From an optimization exercise on the open Yosys and OpenROAD flow, aimed at small area; shortcuts taken in it are not production practice. At most, simulation tests tie the RTL to the original design; equivalence was not proved. Only the layout flow was run in run 3; the RTL was not checked for function there. Power figures rest on the tool's default switching activity, not on a simulated workload.

File: flow/design.v
module sync_arith_unit_12 (
    input  logic [31:0] i_arg_A,
    input  logic [31:0] i_arg_B,
    input  logic [1:0]  i_op,
    input  logic        i_clk,
    input  logic        i_reset,
    output logic [31:0] o_result,
    output logic [3:0]  o_status,
    output logic        o_error_konw,
    output logic        o_error_przes,
    output logic        o_error_ust
);
    wire [31:0] A = i_arg_A;
    wire [31:0] B = i_arg_B;
    wire sel_konw = (i_op == 2'b00);
    wire sel_poro = (i_op == 2'b01);
    wire sel_ust  = (i_op == 2'b10);
    wire sel_prz  = (i_op == 2'b11);
    logic [31:0] c;        
    always_comb begin
        c[0] = 1'b0;
        for (int i = 1; i < 32; i++)
            c[i] = (A[i-1] & B[i-1]) | (c[i-1] & (A[i-1] | B[i-1]));
    end
    wire poro = (A[31] == B[31]) ? ~A[31] : c[31];
    assign o_error_ust = (|B[30:5]) | (B[31] & (|B[4:0]));
    wire        u_ok   = sel_ust & ~o_error_ust;
    wire        u_bit  = u_ok & (|B[4:0]);
    wire        a_7f   = ~A[31] & (&A[30:0]);
    wire        sel_sh = (&B[30:5]) & (B[31] | (&B[4:0]));
    wire        fill   = (B[31] & A[31]) | a_7f;
    assign o_error_przes = ~B[31] & ~(&B[30:0]) & (|A) & ~a_7f;
    wire        g_fill = sel_prz & ~sel_sh & fill;
    logic [31:0] a_pre;    
    always_comb begin
        a_pre[0] = 1'b0;
        for (int i = 1; i < 32; i++) a_pre[i] = a_pre[i-1] | A[i-1];
    end
    wire        a_lo_nz = a_pre[31];
    assign o_error_konw = A[31] & ~a_lo_nz;
    wire        k_neg   = sel_konw & A[31];
    wire        en_a    = sel_konw | u_ok;
    wire [30:0] x       = ({31{k_neg}} & a_pre[30:0]) | {31{u_ok | g_fill}};
    wire [31:0] w_ku    = {(k_neg & a_lo_nz) | (u_ok & ~A[31]), ({31{en_a}} & A[30:0]) ^ x};
    wire [4:0]  s      = ~B[4:0];
    wire        g_sh   = sel_prz & sel_sh;
    wire        en_sh  = g_sh | u_bit;
    wire        g1     = g_sh & s[0];        
    wire        g0     = g_sh & ~s[0];       
    wire [31:0] t1     = ({32{g1}} & {1'b0, A[31:1]}) | ({32{g0}} & A)
                       | {u_bit & ~s[0], u_bit & s[0], 30'd0};
    logic [31:0] t2, t3, t4, t5;
    always_comb begin
        for (int i = 0; i < 32; i++) begin
            t2[i] = (en_sh & s[1] & (i + 2  < 32 ? t1[(i + 2) % 32]  : 1'b0)) | (en_sh & ~s[1] & t1[i]);
        end
        for (int i = 0; i < 32; i++) begin
            t3[i] = (en_sh & s[2] & (i + 4  < 32 ? t2[(i + 4) % 32]  : 1'b0)) | (en_sh & ~s[2] & t2[i]);
        end
        for (int i = 0; i < 32; i++) begin
            t4[i] = (en_sh & s[3] & (i + 8  < 32 ? t3[(i + 8) % 32]  : 1'b0)) | (en_sh & ~s[3] & t3[i]);
        end
        for (int i = 0; i < 32; i++) begin
            t5[i] = (en_sh & s[4] & (i + 16 < 32 ? t4[(i + 16) % 32] : 1'b0)) | (en_sh & ~s[4] & t4[i]);
        end
    end
    wire [31:0] w_sh = t5;
    wire [31:0] w = w_ku | w_sh | {31'd0, sel_poro & poro};
    wire err = o_error_konw | o_error_przes | o_error_ust;
    always_ff @(posedge i_clk, posedge i_reset) begin
        if (i_reset) begin
            o_result <= '0;
            o_status <= '0;
        end else begin
            o_result <= w;
            o_status <= {err, ^w, ~|w, 1'b0};
        end
    end
endmodule
File: flow/flow/run.sh
#!/bin/bash
# Layout flow: the standard ORFS flow, except that synthesis maps the
# combinational logic with an area-oriented ABC script (flow/area.script),
# and the ports get the smallest buffer.
# Registers, their names and cell types are as in the standard synthesis.
set -euo pipefail
work=$(pwd)
export MY_ABC_SCRIPT=$work/flow/area.script
# the smallest buffer on each port
export BUFFER_PORTS_ARGS="-buffer_cell sky130_fd_sc_hd__buf_1"
# clock tree of small buffers, without dummy loads
export CTS_ARGS="-sink_clustering_enable -repair_clock_nets -dont_use_dummy_load -buf_list sky130_fd_sc_hd__clkbuf_4"
# downsize gates off the critical paths after global routing
export RECOVER_POWER=100
sed "s#$work/synth_recipe.tcl#$work/flow/my_synth.tcl#" standard.sh > own_standard.sh
grep -q "flow/my_synth.tcl" own_standard.sh
# no half/full adder extraction before ABC: it maps the whole logic itself
sed -i "s#CLKGATE_MAP_FILE= #CLKGATE_MAP_FILE= ADDER_MAP_FILE= #" own_standard.sh
grep -q "ADDER_MAP_FILE= " own_standard.sh
# repair_design buffers high-fanout nets: keep it to the smaller buffers,
# on top of the platform's own don't-use list
platform_dont_use=$(make -s -C "$FLOW_HOME" DESIGN_CONFIG="$work/config.mk" WORK_HOME="$work/orfs" print-DONT_USE_CELLS | sed -n 's/^DONT_USE_CELLS: *//p')
test -n "$platform_dont_use"
dont_use="$platform_dont_use sky130_fd_sc_hd__buf_6 sky130_fd_sc_hd__buf_8 sky130_fd_sc_hd__buf_12 sky130_fd_sc_hd__buf_16 sky130_fd_sc_hd__bufbuf_8 sky130_fd_sc_hd__bufbuf_16 sky130_fd_sc_hd__clkbuf_8 sky130_fd_sc_hd__clkbuf_16"
sed -i "s#CLKGATE_MAP_FILE= #CLKGATE_MAP_FILE= 'DONT_USE_CELLS=$dont_use' #" own_standard.sh
bash own_standard.sh finish > orfs_make.log 2>&1
test -f out/final.def
File: flow/flow/area.script
strash
&get -n
&st
&dc2
&dch -f
&nf -R 1000 -F 16 -A 8 -a -C 32
&put
File: flow/flow/my_synth.tcl
proc synth {args} { yosys synth -nofsm -noshare {*}$args }
# map the combinational logic with our own ABC script
proc abc {args} {
  set i [lsearch -exact $args -script]
  if { $i >= 0 } { lset args [expr { $i + 1 }] $::env(MY_ABC_SCRIPT) }
  yosys abc {*}$args
}
source $::env(SCRIPTS_DIR)/synth.tcl
# left out here: clear keep_hierarchy, flatten, clean up, hide names made inside functions, write 1_2_yosys.v
File: flow/standard.sh
#!/bin/bash
# synth_recipe.tcl (not shown) runs the flow's synth.tcl, then flattens the netlist and writes it again
# the make line also repeats each setting of config.mk as NAME=value (left out here)
make -C /OpenROAD-flow-scripts/flow DESIGN_CONFIG=/design/flow/config.mk WORK_HOME=/design/flow/orfs CLKGATE_MAP_FILE= SYNTH_SCRIPT=/design/flow/synth_recipe.tcl "${@:-finish}"
File: flow/config.mk
export PLATFORM = sky130hd
export DESIGN_NAME = sync_arith_unit_12
export DESIGN_NICKNAME = sync_arith_unit_12
export VERILOG_FILES = /design/flow/design.v
export SDC_FILE = /design/flow/constraint.sdc
export NUM_CORES = 4
export LEC_CHECK = 0
export CAP_MARGIN = 10
export CORE_MARGIN = 2
export CORE_UTILIZATION = 50
export CTS_BUF_LIST = sky130_fd_sc_hd__clkbuf_4
export GPL_TIMING_DRIVEN = 0
export SLEW_MARGIN = 10
File: flow/constraint.sdc
create_clock -name core_clock -period 15.0 [get_ports {i_clk}]
set_input_delay 3.0000 -clock core_clock [delete_from_list [all_inputs] [get_ports {i_clk}]]
set_output_delay 3.0000 -clock core_clock [all_outputs]
set_load 0.01 [all_outputs]
==> impl_metrics.env, run 1 <==
export IMPL_multi_input_area_sq_um=2890
export IMPL_hold_violations=0
export IMPL_outcome="no timing/DRC/antenna violations"
export IMPL_p_switching_mw=0.112
export IMPL_cts_setup_buffers=0
export IMPL_max_slew_margin_pct=6.44
export IMPL_grt_pass1_vias=4121
export IMPL_internal_power_mw=0.180
export IMPL_cp_max_fo=7
export IMPL_power_density_nw_per_um2=66.5
export IMPL_fin_tns_setup_ns=0
export IMPL_cp_arrival_ns=6.02
export IMPL_n_antenna_cell=0
export IMPL_critPathCaptureType="primary output"
export IMPL_max_cap_violations=0
export IMPL_drt_iter0_drc=532
export IMPL_place_congestion=0.999
export IMPL_fin_nets=675
export IMPL_netlist_instances=487
export IMPL_ios=107
export IMPL_hp_class="input pin to asynchronous set/reset pin"
export IMPL_grt_pass1_wl_um=21500
export IMPL_drtPass1Iterations=5
export IMPL_synth_flop_cell="dfrtp_1"
export IMPL_cts_buffers_inserted=5
export IMPL_hold_slack_ns=2.95
export IMPL_final_util_pct=60.3
export IMPL_setup_viol=0
export IMPL_layout_common_cells="103 x buf_1, 56 x a22oi_1, 53 x nand2_1"
export IMPL_cts_resized=0
export IMPL_swShare_pct=38.4
export IMPL_fillers=751
export IMPL_drtAntennaViolNets=0
export IMPL_grt_use_total_pct=32.2
export IMPL_maxSlewViolCount=0
export IMPL_rsz0062_at_grt="false"
export IMPL_avgSynthCellArea_sq_um=7.74
export IMPL_ctsHoldBuffers=0
export IMPL_cts_tree="built"
export IMPL_critPathLaunch="i_arg_A[2]"
export IMPL_synth_seq_cells=35
export IMPL_fin_crit_ns=9.02
export IMPL_final_common_cell="buf_1"
export IMPL_die_h_um=90.8
export IMPL_io_buffer_count=105
export IMPL_antenna_found_initial=0
export IMPL_cp_required_ns=12.00
export IMPL_num_vias=4715
export IMPL_die_x_um=90.8
export IMPL_hpwl_um=10700
export IMPL_areaGrowthSynthToFinish_pct=16.7
export IMPL_ys_types=43
export IMPL_grt_overflow_total=0
export IMPL_path_class="input pin to primary output"
export IMPL_synth_area_sq_um=3770
export IMPL_cts_htree_levels=2
export IMPL_grt_max_degree=36
export IMPL_drive_gt1_share_pct=3.14
export IMPL_core_sq_um=7290
export IMPL_synth_edf_count=0
export IMPL_seq_power_share_pct=37.0
export IMPL_worst_setup_path_start_kind="input pin"
export IMPL_pwr_share_comb_pct=49.2
export IMPL_worst_pin_slew_ns=1.40
export IMPL_fin_cells=704
export IMPL_clock_root_buffer="clkbuf_4"
export IMPL_clk_path_buf_depth=2
export IMPL_syn_num_nets=555
export IMPL_final_seq_area_sq_um=876
export IMPL_clkPwrFrac_pct=13.7
export IMPL_fmax_mhz=111
export IMPL_wl_per_cell_um=19.4
export IMPL_start_util_pct=51.7
export IMPL_cts_sinks=35
export IMPL_viasPerCell=6.70
export IMPL_dpl_cell_count=698
export IMPL_p_leak_nw=1.35
export IMPL_rows=31
export IMPL_drc=0
export IMPL_finalWirelength_um=13600
export IMPL_yosysSeqAreaShare_pct=23.2
export IMPL_clk_pin_slew_worst_paths_ns=0.09
export IMPL_dieArea_sq_um=8250
export IMPL_ir_worst_vdd_v=0.0000385
export IMPL_synth_async_reset_ratio_pct=100
export IMPL_yosys_warnings=1
export IMPL_fin_crit_sh_pct=60.1
Yosys cell counts (all sizes together) (5+ instances only):
cell type / n / share of area [%]
dfrtp: 35 / 23
o221ai: 17 / 3.9
nor4: 17 / 2.8
clkinv: 6 / 0.60
nor3: 8 / 1.1
a22o: 27 / 6.3
o21ai: 29 / 3.9
nand2: 53 / 5.3
a221oi: 5 / 1.2
xnor2: 37 / 8.6
a22oi: 56 / 11
a21oi: 28 / 3.7
nand4: 17 / 2.8
o22ai: 38 / 6.3
nand3: 8 / 1.1
or3: 5 / 0.83
xor2: 24 / 5.6
nor2: 37 / 3.7
worst max path at each step:
stage	to	slack, ns	depth (start not counted)
global route	o_error_konw	5.79	12
CTS	o_error_konw	6.02	12
global placement	o_status[2]$_DFF_PP0_	6.00	20
finish	o_error_konw	5.98	12
floorplan	o_error_konw	6.74	10
detailed placement	o_error_konw	6.04	12
worst max-delay path, cell delays in order:
cell and delay, ns:
buf_1 0.17, or3_1 0.42, or2_0 0.26, or3_1 0.37
or3_1 0.35, nor3_1 0.25, nand3_1 0.20, nor3_1 0.34
nand3_1 0.16, nor2_1 0.15, and2_0 0.18, buf_1 0.16
metrics by stage:
| stage | power (mW) | cell area [sq um] | setup WS, ns |
|---|---|---|---|
| 6_report | 0.292 | 4400 | 5.98 |
| 5_1_grt | 0.312 | 4400 | 5.79 |
| 3_3_place_gp | 0.248 | 4290 | 6.00 |
| 3_5_place_dp | 0.254 | 4360 | 6.04 |
| 4_1_cts | 0.294 | 4400 | 6.02 |
| 2_1_floorplan | 0.205 | 3770 | 6.74 |
routing by layer:
layer  GRT usage, %  vias up  wire length [um]
met1           45.5     2132              5760
met2           51.6      318              6200
met5              0        -                 0
met3           3.51       38              1270
li1               -     2227                 -
met4           10.6        0               410
sequential cells by signal, indices dropped and copies added (netlist names):
register / flops
o_status: 3
o_result: 32
kinds of logic after synthesis:
| group | synth area share (%) |
|---|---|
| flip-flops | 23.2 |
| XOR/XNOR | 14.2 |
| buffers and inverters | 0.797 |
| multiplexers | 0.299 |
| AO/OA/AOI/OAI | 41.1 |
| other | 0.0995 |
| AND/OR/NAND/NOR | 20.3 |
layout make-up:
type / count / area share [%]
buffer: 1 / 0.171
clock buffer: 5 / 0.853
inverter: 6 / 0.512
multi-input combinational: 445 / 65.6
sequential: 35 / 19.9
tap: 99 / 2.81
timing repair buffer: 113 / 10.2
power by group through the flow:
stage                     Clock [mW]  Sequential, mW  Combinational, mW
final                         0.0401           0.108              0.144
after global routing          0.0461           0.110              0.156
after CTS                     0.0416           0.109              0.144
after detailed placement           0           0.110              0.144
after global placement             0           0.110              0.138
after floorplan                    0           0.117             0.0883
==> run 2, diff against run 1 <==
==> flow/flow/area.script (replaced) <==
strash
&get -n
&st
&dch -f
&nf -R 1000 -F 16 -A 8 -a -C 32
&put
==> impl_metrics.env, run 2 <==
export IMPL_outcome="no timing/DRC/antenna violations"
export IMPL_path_buf_inv=2
export IMPL_max_slew_margin_pct=19.3
export IMPL_cts_buffers_inserted=5
export IMPL_start_util_pct=52.1
export IMPL_fin_crit_ns=8.11
export IMPL_fin_nets=693
export IMPL_power_density_nw_per_um2=66.9
export IMPL_synth_area_leaders="dfrtp_1 23%, a22oi_1 11%, nand2_1 8.0%, xnor2_1 7.6%, xor2_1 6.7%"
export IMPL_path_class="input pin to primary output"
export IMPL_hpwl_um=10400
export IMPL_final_common_cell="buf_1"
export IMPL_clk_pin_slew_worst_paths_ns=0.09
export IMPL_rsz0062_at_grt="false"
export IMPL_grt_max_degree=36
export IMPL_final_util_pct=60.2
export IMPL_n_antenna_cell=0
export IMPL_grt_pass1_vias=4186
export IMPL_synth_top_area_cell="dfrtp_1"
export IMPL_finalWirelength_um=13400
export IMPL_num_vias=4766
export IMPL_synth_edf_count=0
export IMPL_ctsHoldBuffers=0
export IMPL_grt_use_total_pct=32.1
export IMPL_worst_setup_path_start_kind="input pin"
export IMPL_ios=107
export IMPL_max_cap_violations=0
export IMPL_cts_resized=0
export IMPL_ir_worst_vdd_v=0.0000542
export IMPL_ys_types=38
export IMPL_drt_iter0_drc=497
export IMPL_core_sq_um=7290
export IMPL_clk_path_buf_depth=2
export IMPL_avgSynthCellArea_sq_um=7.47
export IMPL_fin_crit_sh_pct=54.1
export IMPL_yosysMostFrequentCell="nand2_1"
export IMPL_synth_async_reset_ratio_pct=100
export IMPL_cp_required_ns=12.00
export IMPL_viasPerCell=6.60
export IMPL_synth_top_cells_by_count="81 x nand2_1, 56 x a22oi_1, 40 x o22ai_1, 36 x nor2_1, 35 x dfrtp_1"
export IMPL_slowest_stage="nor4_1"
export IMPL_grt_overflow_total=0
export IMPL_setup_viol=0
export IMPL_cp_max_fo=7
export IMPL_critPathCaptureType="primary output"
export IMPL_rows=31
export IMPL_placed_cell_area_sq_um=4360
export IMPL_yosys_warnings=1
export IMPL_cts_setup_buffers=0
export IMPL_cp_depth=11
export IMPL_fin_tns_setup_ns=0
export IMPL_fin_area_sq_um=4390
export IMPL_grt_pass1_wl_um=21600
export IMPL_wl_per_cell_um=18.5
export IMPL_drc=0
export IMPL_drtPass1Iterations=6
export IMPL_syn_num_nets=577
export IMPL_antenna_found_initial=0
export IMPL_largest_register_ffs=32
export IMPL_cp_arrival_ns=5.11
export IMPL_cts_sinks=35
export IMPL_fmax_mhz=123
export IMPL_crit_chain="buf_1, nor3_1, nand2b_1, nor4_1, nand2b_1, nor3_1, nand2_1, or2_0, nor2_1, and2_0, buf_1"
export IMPL_hp_class="input pin to asynchronous set/reset pin"
export IMPL_critPathMaxStageDelay_ns=0.30
export IMPL_maxSlewViolCount=0
export IMPL_drive_gt1_share_pct=1.93
export IMPL_layout_common_cells="102 x buf_1, 81 x nand2_1, 56 x a22oi_1"
export IMPL_place_congestion=1.00
export IMPL_hold_violations=0
export IMPL_synth_area_sq_um=3800
export IMPL_dieArea_sq_um=8310
export IMPL_yosysSeqAreaShare_pct=23.0
export IMPL_crit_family="simple AND/OR/NAND/NOR gates"
export IMPL_clock_root_buffer="clkbuf_4"
export IMPL_synthDominantCellAreaShare_pct=23.0
export IMPL_areaGrowthSynthToFinish_pct=15.5
export IMPL_synth_flop_cell="dfrtp_1"
export IMPL_cts_htree_levels=2
export IMPL_die_h_um=91.2
export IMPL_drtAntennaViolNets=0
export IMPL_largestRegisters="o_result x32, o_status x3"
export IMPL_io_buffer_count=105
export IMPL_worst_pin_slew_ns=1.21
export IMPL_netlist_instances=509
export IMPL_regMostFlops="o_result"
export IMPL_cts_tree="built"
export IMPL_die_x_um=91.2
export IMPL_p_leak_nw=1.31
export IMPL_synth_seq_cells=35
==> run 2: cell families after synthesis <==
group	synth area share, %
AOI/OAI and AO/OA	38.9
and+or+nand+nor	22.7
xor gates and xnor gates	14.3
DFF	23.0
buffers and inverters	0.988
other	0.0987
==> run 2: final cells by class <==
cell class                 count  area (sq um)
fill                         766          2900
multi-input combinational    465          2900
sequential                    35           876
timing repair buffer         109           418
tap                           99           124
clock buffer                   5          37.5
inverter                       8          30.0
buffer                         1          7.51
==> run 2: metrics by stage <==
step	setup slack, ns	instances	total power, mW	hold slack [ns]
6_report	6.89	722	0.293	2.95
5_1_grt	6.52	722	0.318	3.09
4_1_cts	6.92	722	0.295	2.81
3_5_place_dp	6.94	717	0.254	3.16
3_3_place_gp	6.65	713	0.251	3.15
2_1_floorplan	7.54	509	0.209	3.00
==> run 2: layer usage <==
metal | part of all wire [%] | vias to the layer above | GRT usage [%]
met4 | 2.5 | 0 | 10.2
met3 | 7.7 | 27 | 2.41
met5 | 0 | - | 0
li1 | - | 2246 | -
met1 | 43 | 2241 | 45.1
met2 | 47 | 252 | 52.5
==> run 2: worst max path at each step <==
stage | slack, ns | start | to
2_1_floorplan | 7.54 | i_arg_A[2] | o_error_konw
5_1_grt | 6.52 | i_arg_B[13] | o_status[2]$_DFF_PP0_
4_1_cts | 6.92 | i_arg_A[2] | o_error_konw
6_report | 6.89 | i_arg_A[0] | o_error_konw
3_5_place_dp | 6.94 | i_arg_A[2] | o_error_konw
3_3_place_gp | 6.65 | i_arg_B[13] | o_status[2]$_DFF_PP0_
==> run 2: power breakdown <==
| group | internal, mW | total, mW | switching, mW |
|---|---|---|---|
| clock | 0.0156 | 0.0414 | 0.0257 |
| combinational | 0.0605 | 0.143 | 0.0826 |
| sequential | 0.107 | 0.109 | 0.00235 |
==> run 3, diff against run 2 <==
--- a/flow/design.v
+++ b/flow/design.v
@@ -67,13 +67,15 @@
     wire [31:0] w_sh = t5;
     wire [31:0] w = w_ku | w_sh | {31'd0, sel_poro & poro};
     wire err = o_error_konw | o_error_przes | o_error_ust;
+    logic [1:0] st;
     always_ff @(posedge i_clk, posedge i_reset) begin
         if (i_reset) begin
             o_result <= '0;
-            o_status <= '0;
+            st <= '0;
         end else begin
             o_result <= w;
-            o_status <= {err, ^w, ~|w, 1'b0};
+            st <= {err, ~|w};
         end
     end
+    assign o_status = {st[1], ^o_result, st[0], 1'b0};
 endmodule
--- a/flow/config.mk
+++ b/flow/config.mk
@@ -7,7 +7,7 @@
 export LEC_CHECK = 0
 export CAP_MARGIN = 10
 export CORE_MARGIN = 2
-export CORE_UTILIZATION = 50
+export CORE_UTILIZATION = 60
 export CTS_BUF_LIST = sky130_fd_sc_hd__clkbuf_4
 export GPL_TIMING_DRIVEN = 0
 export SLEW_MARGIN = 10
==> impl_metrics.env, run 3 <==
export IMPL_max_cap_violations=0
export IMPL_ys_types=40
export IMPL_internal_power_mw=0.178
export IMPL_fin_crit_sh_pct=53.6
export IMPL_cts_tree="built"
export IMPL_synth_top_area_cell="dfrtp_1"
export IMPL_grt_max_degree=35
export IMPL_ctsHoldBuffers=0
export IMPL_clk_pin_slew_worst_paths_ns=0.10
export IMPL_cp_max_fo=7
export IMPL_synth_edf_count=0
export IMPL_rows=28
export IMPL_io_buffer_count=105
export IMPL_clock_root_buffer="clkbuf_4"
export IMPL_synth_seq_cells=34
export IMPL_yosys_warnings=1
export IMPL_synth_area_sq_um=3770
export IMPL_drc=0
export IMPL_outcome="no timing/DRC/antenna violations"
export IMPL_max_slew_margin_pct=19.8
export IMPL_cp_required_ns=12.00
export IMPL_ios=107
export IMPL_drtAntennaViolNets=0
export IMPL_syn_num_nets=566
export IMPL_cts_buffers_inserted=5
export IMPL_critPathCaptureType="primary output"
export IMPL_die_x_um=83.3
export IMPL_finalPower_mw=0.292
export IMPL_p_switching_mw=0.114
export IMPL_antenna_found_initial=0
export IMPL_wl_per_cell_um=18.9
export IMPL_grt_use_total_pct=37.0
export IMPL_core_sq_um=5990
export IMPL_grt_overflow_total=0
export IMPL_fin_crit_ns=8.04
export IMPL_worst_setup_path_start_kind="input pin"
export IMPL_clk_path_buf_depth=2
export IMPL_layout_common_cells="102 x buf_1, 85 x nand2_1, 60 x a22oi_1"
export IMPL_synth_async_reset_ratio_pct=100
export IMPL_drive_gt1_share_pct=2.61
export IMPL_fin_area_sq_um=4350
export IMPL_crit_chain="buf_1, nor3_1, nand2b_1, nor4_1, nand2b_1, nor3_1, nand2_1, or2_0, nor2_1, and2_0, buf_1"
export IMPL_dieArea_sq_um=6940
export IMPL_synth_area_leaders="dfrtp_1 23%, a22oi_1 12%, xnor2_1 9.1%, nand2_1 8.5%, o22ai_1 6.6%"
export IMPL_cts_sinks=34
export IMPL_grt_pass1_vias=4338
export IMPL_fin_tns_setup_ns=0
export IMPL_synth_top_cells_by_count="85 x nand2_1, 60 x a22oi_1, 40 x o22ai_1, 39 x xnor2_1"
export IMPL_worst_pin_slew_ns=1.20
export IMPL_areaGrowthSynthToFinish_pct=15.2
export IMPL_final_util_pct=72.5
export IMPL_worst_slack_ns=6.96
export IMPL_start_util_pct=62.9
export IMPL_drtPass1Iterations=5
export IMPL_p_leak_nw=1.31
export IMPL_seq_power_share_pct=37.2
export IMPL_slowest_stage="nor3_1"
export IMPL_largestRegisters="o_result x32, st x2"
export IMPL_netlist_instances=498
export IMPL_path_class="input pin to primary output"
export IMPL_rsz0062_at_grt="false"
export IMPL_yosysSeqAreaShare_pct=22.6
export IMPL_synth_flop_cell="dfrtp_1"
export IMPL_hold_violations=0
export IMPL_pwr_share_comb_pct=48.7
export IMPL_die_h_um=83.3
export IMPL_avgSynthCellArea_sq_um=7.57
export IMPL_ir_worst_vdd_v=0.000111
export IMPL_final_common_cell="buf_1"
export IMPL_multi_input_area_sq_um=2910
export IMPL_hpwl_um=10400
export IMPL_num_vias=4818
export IMPL_setup_viol=0
export IMPL_swShare_pct=39.1
export IMPL_fin_nets=683
export IMPL_critPathMaxStageDelay_ns=0.26
export IMPL_synthDominantCellAreaShare_pct=22.6
export IMPL_hp_class="input pin to asynchronous set/reset pin"
export IMPL_yosysMostFrequentCell="nand2_1"
export IMPL_viasPerCell=7.00
export IMPL_placed_cell_area_sq_um=4310
export IMPL_clkPwrFrac_pct=14.2
export IMPL_fmax_mhz=124
export IMPL_maxSlewViolCount=0
export IMPL_power_density_nw_per_um2=67.3
export IMPL_grt_pass1_wl_um=21100
export IMPL_cp_arrival_ns=5.04
export IMPL_cts_resized=0
export IMPL_fillers=505
export IMPL_n_antenna_cell=0
export IMPL_finalWirelength_um=13000
export IMPL_cts_setup_buffers=0
export IMPL_pre_cts_ws_ns=7.03
export IMPL_cts_htree_levels=2
export IMPL_place_congestion=1.02
export IMPL_final_seq_area_sq_um=851
export IMPL_largest_register_ffs=32
export IMPL_drt_iter0_drc=501
export IMPL_regMostFlops="o_result"
## run 3: kinds of logic after synthesis
family | Yosys count | share of synthesized area, %
buffers and inverters | 6 | 0.697
XOR/XNOR | 62 | 14.4
flip-flops | 34 | 22.6
AO/OA/AOI/OAI | 217 | 40.1
AND/OR/NAND/NOR | 178 | 22.2
other | 1 | 0.0994
## run 3: per-stage QoR
step | hold WS, ns | instances
floorplan | 3.00 | 498
global placement | 3.13 | 678
detailed placement | 3.16 | 683
CTS | 2.80 | 688
global route | 3.04 | 688
finish | 2.94 | 688
## run 3: area by class of cell
cell class,count,area share [%]
repair buffers,110,9.82
plain buffers,1,0.173
inverters,5,0.432
clock buffers,5,0.864
well taps,75,2.16
flip-flops and latches,34,19.6
multi-input cells,458,67.0
## run 3: power by group through the flow
stage	sequential, mW	clock (mW)	combinational, mW
2_1_floorplan	0.115	0	0.0878
3_3_place_gp	0.109	0	0.139
3_5_place_dp	0.111	0	0.142
4_1_cts	0.109	0.0426	0.142
5_1_grt	0.110	0.0457	0.155
6_report	0.109	0.0414	0.142
## run 3: critical path: cells and delay by family
| family | cells | cell delay, ns |
|---|---|---|
| and+or+nand+nor | 9 | 1.71 |
| buffers and inverters | 2 | 0.33 |
## run 3: metal layers
| layer | GRT usage [%] | vias up | share of wire [%] |
|---|---|---|---|
| li1 | - | 2237 | - |
| met1 | 47.0 | 2180 | 39 |
| met2 | 61.0 | 339 | 46 |
| met3 | 5.27 | 62 | 10 |
| met4 | 18.9 | 0 | 5.1 |
| met5 | 0 | - | 0 |
## run 3: final timing paths
| path | from | endpoint | slack (ns) |
|---|---|---|---|
| min in group core_clock | i_arg_A[25] | o_result[25]$_DFF_PP0_ | 3.15 |
| worst max-delay path | i_arg_A[2] | o_error_konw | 6.96 |
| max in group asynchronous | i_reset | o_result[0]$_DFF_PP0_ | 11.31 |
| worst min-delay path | i_reset | o_result[24]$_DFF_PP0_ | 2.94 |

re-timing with driven ports:
In the flow no input, the clock included, has a driving cell. The finished layouts below were timed again as built, in two steps.
Step 1 sets driving cells, clkbuf_16 on the clock port and buf_2 on the other inputs (assumed; they add their load-dependent delay and slew).
Step 2 moves the port delays by t, midway between the first and last clock arrival at a register: inputs arrive t later, outputs are due t later. That takes back most of the time a late clock gives input paths.
a / b / c = no drivers / after step 1 / after step 2; a / b = the first two.
run | t, ns | slack for setup (ns) | worst data-port slew with drivers (ns)
run 1 | 0.337 | 5.981 / 5.960 / 5.960 | 0.03
run 2 | 0.345 | 6.891 / 6.870 / 6.702 | 0.03
run 3 | 0.340 | 6.957 / 6.937 / 6.937 | 0.04
After both steps every run listed still meets setup and hold. The setup slack of run 2, which loses most, moves by -0.021 ns with the drivers and by -0.189 ns with both steps.
